This is an optimization exercise on Yosys and OpenROAD, whose aim is small area, a short achievable clock period and few clock cycles per item, not a production implementation.
In this exercise RTL edits were held to simulation tests only and were not proved equivalent to the original.

Design fpu_s, start of the top module:
module fpu_s (
  input         clk,
  input         rst_n,
  input         req_valid,
  input  [6:0]  req_opcode,
  input  [6:0]  req_f7,
  input  [2:0]  req_rm,
  input  [4:0]  req_rs2,
  input  [31:0] req_v1,
  input  [31:0] req_v2,
  input  [31:0] req_v3,
  output        resp_valid,
  output [31:0] resp_value,
  output [4:0]  resp_fflags
);
clock: 20.0 ns
lec_check: 0
abc_area: 1
cap_margin: 20
core_margin: 2
core_utilization: 45
slew_margin: 20
standard.sh (not shown) runs the stock make flow with config.mk's settings and CLKGATE_MAP_FILE= SYNTH_SCRIPT=/design/flow/synth_recipe.tcl, a recipe that flattens the netlist after the stock synthesis.
==> flow/flow/run.sh <==
#!/bin/bash
# Layout flow: the standard synthesis unchanged, then the standard ORFS
# steps (floorplan to finish) with timing repair aimed at a setup margin of
# 7.25 ns. The clock period and all constraints stay the design's.
# Each step's full output goes to a log file in this folder.
set -euo pipefail
bash standard.sh synth > synth.log 2>&1
bash standard.sh SETUP_SLACK_MARGIN=7.25 finish > layout.log 2>&1
Testbench counts at the start, summed over its fixed seeds: cycles 3,250, ops 2,400.
Then changed:
==> flow/flow/run.sh (replaced) <==
#!/bin/bash
# Layout flow: the standard synthesis unchanged, then the standard ORFS
# steps (floorplan to finish) with timing repair aimed at a setup margin of
# 7.5 ns. The clock period and all constraints stay the design's.
# Each step's full output goes to a log file in this folder.
set -euo pipefail
bash standard.sh synth > synth.log 2>&1
bash standard.sh SETUP_SLACK_MARGIN=7.5 finish > layout.log 2>&1
CORE_UTILIZATION = 50   (was 45)
Outcome: The new run went through all stages and came out clean; hold slack degrades by 0.0036 ns; cell area grows slightly; synthesized cell count stays the same; setup slack gets better by 0.21 ns; clock skew fell by 0.016 ns; routed wire length decreases slightly; sequential cell count stays the same; synthesized area does not change.
Then changed:
==> flow/flow/run.sh (replaced) <==
#!/bin/bash
# Layout flow: the standard synthesis unchanged, then the standard ORFS
# steps (floorplan to finish) with timing repair aimed at a setup margin of
# 7.75 ns. The clock period and all constraints stay the design's.
# Each step's full output goes to a log file in this folder.
set -euo pipefail
bash standard.sh synth > synth.log 2>&1
bash standard.sh SETUP_SLACK_MARGIN=7.75 finish > layout.log 2>&1
CORE_UTILIZATION = 45   (was 50)
The changed run finished clean; critical path depth increases by 1; sequential cell count is unchanged; synthesized area is unchanged; worst setup slack is better by 0.39 ns.
Then changed:
==> flow/flow/run.sh (replaced) <==
#!/bin/bash
# Layout flow: the standard synthesis unchanged, then the standard ORFS
# steps (floorplan to finish) with timing repair aimed at a setup margin of
# 7 ns. The clock period and all constraints stay the design's.
# Each step's full output goes to a log file in this folder.
set -euo pipefail
bash standard.sh synth > synth.log 2>&1
bash standard.sh SETUP_SLACK_MARGIN=7 finish > layout.log 2>&1
CORE_UTILIZATION = 50   (was 45)
=> The new run produced a clean layout; worst setup slack is worse by 0.81 ns; cell area falls by a few percent; sequential share of layout area rises by 0.23 points; register-to-register slack is worse by 1.0 ns.

* * *

fpu_s, a different RTL version from the one above (not shown whole).
For scale: roughly 9500 cells after synthesis, roughly 250 flip-flops, about 160 I/O pins, about 0.069 mm² of cells after synthesis.
==> flow/config.mk <==
export PLATFORM = sky130hd
export DESIGN_NAME = fpu_s
export DESIGN_NICKNAME = fpu_s
export VERILOG_FILES = /design/flow/design.v
export SDC_FILE = /design/flow/constraint.sdc
export NUM_CORES = 8
export LEC_CHECK = 0
export CAP_MARGIN = 20
export CORE_MARGIN = 2
export CORE_UTILIZATION = 40
export SLEW_MARGIN = 20
==> flow/constraint.sdc <==
create_clock -name core_clock -period 20.0 [get_ports {clk}]
set_input_delay 4.0000 -clock core_clock [delete_from_list [all_inputs] [get_ports {clk}]]
set_output_delay 4.0000 -clock core_clock [all_outputs]
set_load 0.01 [all_outputs]
==> flow/flow/run.sh <==
#!/bin/bash
# Layout flow: the standard synthesis unchanged, then the standard ORFS
# steps (floorplan to finish) with timing repair aimed at a setup margin of
# 6 ns. The clock period and all constraints stay the design's.
# Each step's full output goes to a log file in this folder.
set -euo pipefail
bash standard.sh synth > synth.log 2>&1
bash standard.sh SETUP_SLACK_MARGIN=6 finish > layout.log 2>&1
The baseline went through all stages and came out clean.
Testbench counts at the start, summed over its fixed seeds: cycles 3,250, ops 2,400.
Rerun with:
==> flow/flow/run.sh (replaced) <==
#!/bin/bash
# Layout flow: the standard synthesis unchanged, then the standard ORFS
# steps (floorplan to finish) with timing repair aimed at a setup margin of
# 7 ns. The clock period and all constraints stay the design's.
# Each step's full output goes to a log file in this folder.
set -euo pipefail
bash standard.sh synth > synth.log 2>&1
bash standard.sh SETUP_SLACK_MARGIN=7 finish > layout.log 2>&1
With this change the flow ran to the end with violations: max-capacitance violations, max-slew violations.
Wire length goes up by 0.33%.
First-iteration DRC count grows by 8.8%.
Non-clock buffer count increases by 121.
Utilization grows by 1.7 points.

* * *

fpu_s with an RTL version that a note above also has.
For scale: about 11000 cells after synthesis, roughly 190 flip-flops, about 64000 um^2 of cells after synthesis.
==> flow/design.v (excerpt) <==
module fpu_s (
  input         clk,
  input         rst_n,
  input         req_valid,
  input  [6:0]  req_opcode,
  input  [6:0]  req_f7,
  input  [2:0]  req_rm,
  input  [4:0]  req_rs2,
  input  [31:0] req_v1,
  input  [31:0] req_v2,
  input  [31:0] req_v3,
  output        resp_valid,
  output [31:0] resp_value,
  output [4:0]  resp_fflags
);
  localparam K = 4;                  
  localparam NC = 6;                 
  localparam N = K * NC + 1;         
  localparam F = N + 1;              
  localparam WD = F + 3;
  wire [31:0] a = req_v1, b = req_v2, c = req_v3;
  wire op53 = req_opcode == 7'h53;
  wire is_fmadd = ~op53;
  wire d_add  = op53 & (req_f7 == 7'h00);
  wire d_sub  = op53 & (req_f7 == 7'h04);
  wire d_mul  = op53 & (req_f7 == 7'h08);
  wire d_div  = op53 & (req_f7 == 7'h0c);
  wire d_sqrt = op53 & (req_f7 == 7'h2c);
  wire d_i2f  = op53 & (req_f7 == 7'h68);
  wire d_f2i  = op53 & (req_f7 == 7'h60);
  wire d_addsub = d_add | d_sub;
  wire d_fma  = d_addsub | d_mul | is_fmadd | d_i2f;
  wire d_ds   = d_div | d_sqrt;
  wire d_misc = ~d_fma & ~d_ds;
  wire start = req_valid & rst_n;
  reg [2:0] brm;
  always @* case (req_rm) 3'd0: brm = 0; 3'd1: brm = 4; 3'd2: brm = 3; 3'd3: brm = 2; 3'd4: brm = 1; default: brm = 0; endcase
  reg        pend;           
  reg        slowm;          
  reg        v_misc;         
  reg [31:0] misc_res; reg [4:0] misc_fl;
  reg [WD-1:0] r_x, r_y;
  wire [27:0] f_x = r_x[27:0], f_y = r_y[27:0];
  reg f_abgt, f_eeq, f_sub;
  reg [7:0]  f_xe; reg [2:0] f_abfl; reg f_sgn, f_sgnc, f_acc, f_neg, f_spec, f_ssgn, f_snv;
  reg [1:0]  f_skind; reg [2:0] f_rm; reg [9:0] f_exp;
  reg        busy; reg [2:0] cnt; reg f_dmode;
  wire [WD-1:0] ds_ws = r_x, ds_wc = r_y; reg [N:0] ds_q, ds_qm; wire [N:0] ds_m; reg ds_sq; reg ds_s;
  wire [23:0] ds_d = misc_res[23:0];    
  wire [9:0]  ds_e = f_exp;             
  wire [31:0] oa = d_addsub ? {b[31] ^ d_sub, b[30:0]} : a;
  wire [31:0] ob = d_addsub ? 32'h3f800000 : b;
  wire acc = ~d_mul & ~d_i2f;
  ...
clock: 20.0 ns
lec_check: 0
abc_area: 1
cap_margin: 20
core_margin: 2
core_utilization: 45
slew_margin: 20
==> flow/flow/run.sh <==
#!/bin/bash
# Layout flow: the standard synthesis unchanged, then the standard ORFS
# steps (floorplan to finish) with timing repair aimed at a setup margin of
# 7 ns. The clock period and all constraints stay the design's.
# Each step's full output goes to a log file in this folder.
set -euo pipefail
bash standard.sh synth > synth.log 2>&1
bash standard.sh SETUP_SLACK_MARGIN=7 finish > layout.log 2>&1
The baseline ran to the end with no violations.
Testbench counts at the start, summed over its fixed seeds: cycles 3,250, ops 2,400.
Rerun with:
CORE_UTILIZATION = 40   (was 45)
After rerunning: Worst setup slack gains 0.049 ns; routed wire length fell slightly; synthesized cell count stays the same; die area rises by roughly a tenth; final cell count went up slightly; clock-buffer cell count shrinks by 3; global-route usage falls by 5.4 points; area after synthesis is unchanged; via count is unchanged; fmax climbs slightly.

* * *

Another version of the RTL of fpu_s (not shown whole).
For scale: roughly 12000 cells after synthesis, roughly 0.069 mm2 of cells after synthesis.
export LEC_CHECK = 0
export ABC_AREA = 1
export CAP_MARGIN = 20
export CORE_MARGIN = 2
export CORE_UTILIZATION = 45
export SLEW_MARGIN = 20
create_clock -name core_clock -period 20.0 [get_ports {clk}]
Scripts as last shown in full above: flow/flow/run.sh
Testbench counts at the start, summed over its fixed seeds: cycles 3,250, ops 2,400.
Then changed:
Settings changed: CORE_UTILIZATION 45 to 55.
Outcome:
- The changed run went through all stages and came out clean
- fmax drops by 2.1%
- global-route usage increases by 8.8 points
- worst setup slack loses 280 ps
- cell count drops by 2.7%
- routed wire length drops by 2.0%
- sequential share of layout area hardly moves
Then changed:
--- a/flow/flow/run.sh
+++ b/flow/flow/run.sh
@@ -4 +4 @@
-# 7 ns. The clock period and all constraints stay the design's.
+# 7.5 ns. The clock period and all constraints stay the design's.
@@ -8 +8 @@
-bash standard.sh SETUP_SLACK_MARGIN=7 finish > layout.log 2>&1
+bash standard.sh SETUP_SLACK_MARGIN=7.5 finish > layout.log 2>&1
Settings changed: CORE_UTILIZATION 55 to 50.
Effect:
- The new run ran to the end with no violations
- die area came out higher by 9.9%
- via count came out lower by 1.9%
- wire length came out higher by 1.1%
- synthesized cell count stays the same
- core utilization came out lower by 3.7 points
- hold slack stays flat
- non-clock buffer count came out higher by 108
- final area came out higher by 3.0%
- final cell count came out higher by 1.9%
Then changed:
--- a/flow/flow/run.sh
+++ b/flow/flow/run.sh
@@ -4 +4 @@
-# 7.5 ns. The clock period and all constraints stay the design's.
+# 7.25 ns. The clock period and all constraints stay the design's.
@@ -8 +8 @@
-bash standard.sh SETUP_SLACK_MARGIN=7.5 finish > layout.log 2>&1
+bash standard.sh SETUP_SLACK_MARGIN=7.25 finish > layout.log 2>&1
Settings changed: CORE_UTILIZATION 50 to 42.
Core utilization decreases by 9.0 points.
Cell area hardly moves.
Cell count came out higher by 2.7%.
Clock skew decreases by 10 ps.
Via count decreases by 1.3%.
Maximum frequency is lower by 0.69%.
First-iteration DRC count decreases by 10%.
Register-to-register slack is worse by 330 ps.

* * *

fpu_s again, from the RTL that the note above started with.
Settings: LEC_CHECK=0, ABC_AREA=1, CAP_MARGIN=20, CORE_MARGIN=2, CORE_UTILIZATION=46, SLEW_MARGIN=20; clock period 20.0 ns.
==> flow/flow/run.sh <==
#!/bin/bash
# Layout flow: the standard synthesis unchanged, then the standard ORFS
# steps (floorplan to finish) with timing repair aimed at a setup margin of
# 7.25 ns. The clock period and all constraints stay the design's.
# Each step's full output goes to a log file in this folder.
set -euo pipefail
bash standard.sh synth > synth.log 2>&1
bash standard.sh SETUP_SLACK_MARGIN=7.25 finish > layout.log 2>&1
Testbench counts at the start, summed over its fixed seeds: cycles 3,250, ops 2,400.
Next try:
--- a/flow/flow/run.sh
+++ b/flow/flow/run.sh
@@ -4 +4 @@
-# 7.25 ns. The clock period and all constraints stay the design's.
+# 7 ns. The clock period and all constraints stay the design's.
@@ -8 +8 @@
-bash standard.sh SETUP_SLACK_MARGIN=7.25 finish > layout.log 2>&1
+bash standard.sh SETUP_SLACK_MARGIN=7 finish > layout.log 2>&1
CORE_UTILIZATION = 45   (was 46)
PLACE_DENSITY = 0.7   (was unset)
Effect: The new run went through all stages and came out clean; routed wire length came out higher by 3.9%; synthesized area stays the same; clock-buffer cell count decreases by 3.

* * *

Starting RTL as in the previous note.
==> flow/config.mk <==
export PLATFORM = sky130hd
export DESIGN_NAME = fpu_s
export DESIGN_NICKNAME = fpu_s
export VERILOG_FILES = /design/flow/design.v
export SDC_FILE = /design/flow/constraint.sdc
export NUM_CORES = 8
export LEC_CHECK = 0
export ABC_AREA = 1
export CAP_MARGIN = 20
export CORE_MARGIN = 2
export CORE_UTILIZATION = 45
export SLEW_MARGIN = 20
==> flow/constraint.sdc <==
create_clock -name core_clock -period 20.0 [get_ports {clk}]
set_input_delay 4.0000 -clock core_clock [delete_from_list [all_inputs] [get_ports {clk}]]
set_output_delay 4.0000 -clock core_clock [all_outputs]
set_load 0.01 [all_outputs]
==> flow/flow/run.sh <==
#!/bin/bash
# Layout flow: the standard synthesis unchanged, then the standard ORFS
# steps (floorplan to finish) with timing repair aimed at a setup margin of
# 7.5 ns. The clock period and all constraints stay the design's.
# Each step's full output goes to a log file in this folder.
set -euo pipefail
bash standard.sh synth > synth.log 2>&1
bash standard.sh SETUP_SLACK_MARGIN=7.5 finish > layout.log 2>&1
Testbench counts at the start, summed over its fixed seeds: cycles 3,250, ops 2,400.
Then changed:
Settings changed: CORE_UTILIZATION 45 to 40.
Outcome: The new run passed the timing, DRC and antenna checks. Cell count came out higher by a few percent. Worst setup slack loses 35 ps. Utilization decreases by 5.3 points. Global-route usage drops by 1.8 points. Wire length increases by a little under a tenth. First-iteration DRC count shrinks by about a fifth. Clock-buffer cell count decreases by 2. Die area went up by roughly a tenth.
Then changed:
==> flow/flow/run.sh (replaced) <==
#!/bin/bash
# Layout flow: the standard synthesis unchanged, then the standard ORFS
# steps (floorplan to finish) with timing repair aimed at a setup margin of
# 7.25 ns. The clock period and all constraints stay the design's.
# Each step's full output goes to a log file in this folder.
set -euo pipefail
bash standard.sh synth > synth.log 2>&1
bash standard.sh SETUP_SLACK_MARGIN=7.25 finish > layout.log 2>&1
Settings changed: CORE_UTILIZATION 40 to 45.
- core utilization grows by 4.2 points
- non-clock buffer count shrinks by 114
- synthesized area is unchanged

* * *

run 1:
Starting RTL as in the previous note.
Settings: LEC_CHECK=0, ABC_AREA=1, CAP_MARGIN=20, CORE_MARGIN=2, CORE_UTILIZATION=60, SLEW_MARGIN=20; clock period 20.0 ns.
==> flow/flow/run.sh <==
#!/bin/bash
# Layout flow: the standard synthesis unchanged, then the standard ORFS
# steps (floorplan to finish) with timing repair aimed at a setup margin of
# 7 ns. The clock period and all constraints stay the design's.
# Each step's full output goes to a log file in this folder.
set -euo pipefail
bash standard.sh synth > synth.log 2>&1
bash standard.sh SETUP_SLACK_MARGIN=7 finish > layout.log 2>&1
Ran to the end and failed final checks on capacitance limit, slew limit: run 1.
Testbench counts of run 1, summed over its fixed seeds: cycles 3,250, ops 2,400.
Setup changes, run 1 to run 2
Settings: a change of CORE_UTILIZATION from 60 to 48.
==> run summary <==
- Run 2: full flow OK, the timing, DRC and antenna checks passed
- Run 2 ended with less global-route usage than run 1.
- Run 2 against run 1: clock sink count held; routed metal-1 wire length went up about 18%.
- [compare] base=run 1 new=run 2: depth of the worst register-to-register path went up; clock insertion delay at the later pin of the skew report ~0 delta; wire length has increased.
Input-level comparison between run 3 and run 2:
Settings: swapping 48 for 40 in CORE_UTILIZATION.
==> flow/flow/run.sh <==
#!/bin/bash
# Layout flow: the standard synthesis unchanged, then the standard ORFS
# steps (floorplan to finish) with timing repair aimed at a setup margin of
# 8 ns. The clock period and all constraints stay the design's.
# Each step's full output goes to a log file in this folder.
set -euo pipefail
bash standard.sh synth > synth.log 2>&1
bash standard.sh SETUP_SLACK_MARGIN=8 finish > layout.log 2>&1
### Flow results
Run 3 — fraction of met2 tracks used by global routing 6.0 points lower, run 2 as reference
Setup WNS run 2 -> run 3: better
Quantity of gates resized following cts for run 3 is higher than for run 2.
| clock skew | run 3 vs run 2 | ≈ equal |

## what the ideal ports hide
No port has a modelled driver above. Below, the same layouts with a new extraction and two added sets of constraints.
Step 1 assumes that a clkbuf_16 drives the clock port and a buf_2 every other input.
Step 2, shift: input delay + t, output delay - t, t = (earliest + latest rising clock arrival at the registers) / 2. This alone moves slack from input paths to output paths.
a / b / c = no drivers / after step 1 / after step 2; a / b = the first two.
run | t, ns | slack for setup (ns) | hold WS [ns]
the first run of note 1 | 0.607 | 7.215 / 7.146 / 6.930 | 0.483 / 0.483 / 0.483
the second run of note 1 | 0.605 | 7.425 / 7.352 / 7.045 | 0.479 / 0.479 / 0.479
the third run of note 1 | 0.607 | 7.818 / 7.750 / 7.290 | 0.487 / 0.487 / 0.487
the fourth run of note 1 | 0.613 | 7.005 / 6.927 / 6.562 | 0.485 / 0.485 / 0.485
the first run of note 2 | 0.663 | 5.780 / 5.827 / 5.164 | 0.487 / 0.487 / 0.487
the second run of note 2 | 0.690 | 5.725 / 5.780 / 5.091 | 0.500 / 0.500 / 0.500
the first run of note 3 | 0.599 | 7.117 / 7.047 / 6.634 | 0.482 / 0.482 / 0.482
the second run of note 3 | 0.616 | 7.166 / 7.141 / 6.592 | 0.499 / 0.499 / 0.499
the first run of note 4 | 0.597 | 7.085 / 7.091 / 6.543 | 0.532 / 0.532 / 0.532
the second run of note 4 | 0.612 | 6.804 / 6.860 / 6.248 | 0.526 / 0.526 / 0.526
the third run of note 4 | 0.599 | 7.263 / 7.308 / 6.708 | 0.524 / 0.524 / 0.524
the fourth run of note 4 | 0.601 | 7.174 / 7.133 / 6.532 | 0.506 / 0.506 / 0.506
the first run of note 5 | 0.595 | 7.263 / 7.192 / 6.670 | 0.517 / 0.517 / 0.517
the second run of note 5 | 0.641 | 7.035 / 7.007 / 6.367 | 0.510 / 0.510 / 0.510
the first run of note 6 | 0.599 | 7.577 / 7.507 / 6.946 | 0.531 / 0.531 / 0.531
the second run of note 6 | 0.642 | 7.541 / 7.497 / 6.859 | 0.475 / 0.475 / 0.475
the third run of note 6 | 0.604 | 7.340 / 7.262 / 6.778 | 0.530 / 0.530 / 0.530
run 1 | 0.595 | 6.423 / 6.233 / 5.638 | 0.508 / 0.508 / 0.508
run 2 | 0.615 | 6.968 / 6.892 / 6.459 | 0.500 / 0.500 / 0.500
run 3 | 0.613 | 7.701 / 7.630 / 7.132 | 0.482 / 0.482 / 0.482
For run 1, which loses most, drivers alone change the setup slack by -0.190 ns; drivers and shift together by -0.785 ns.
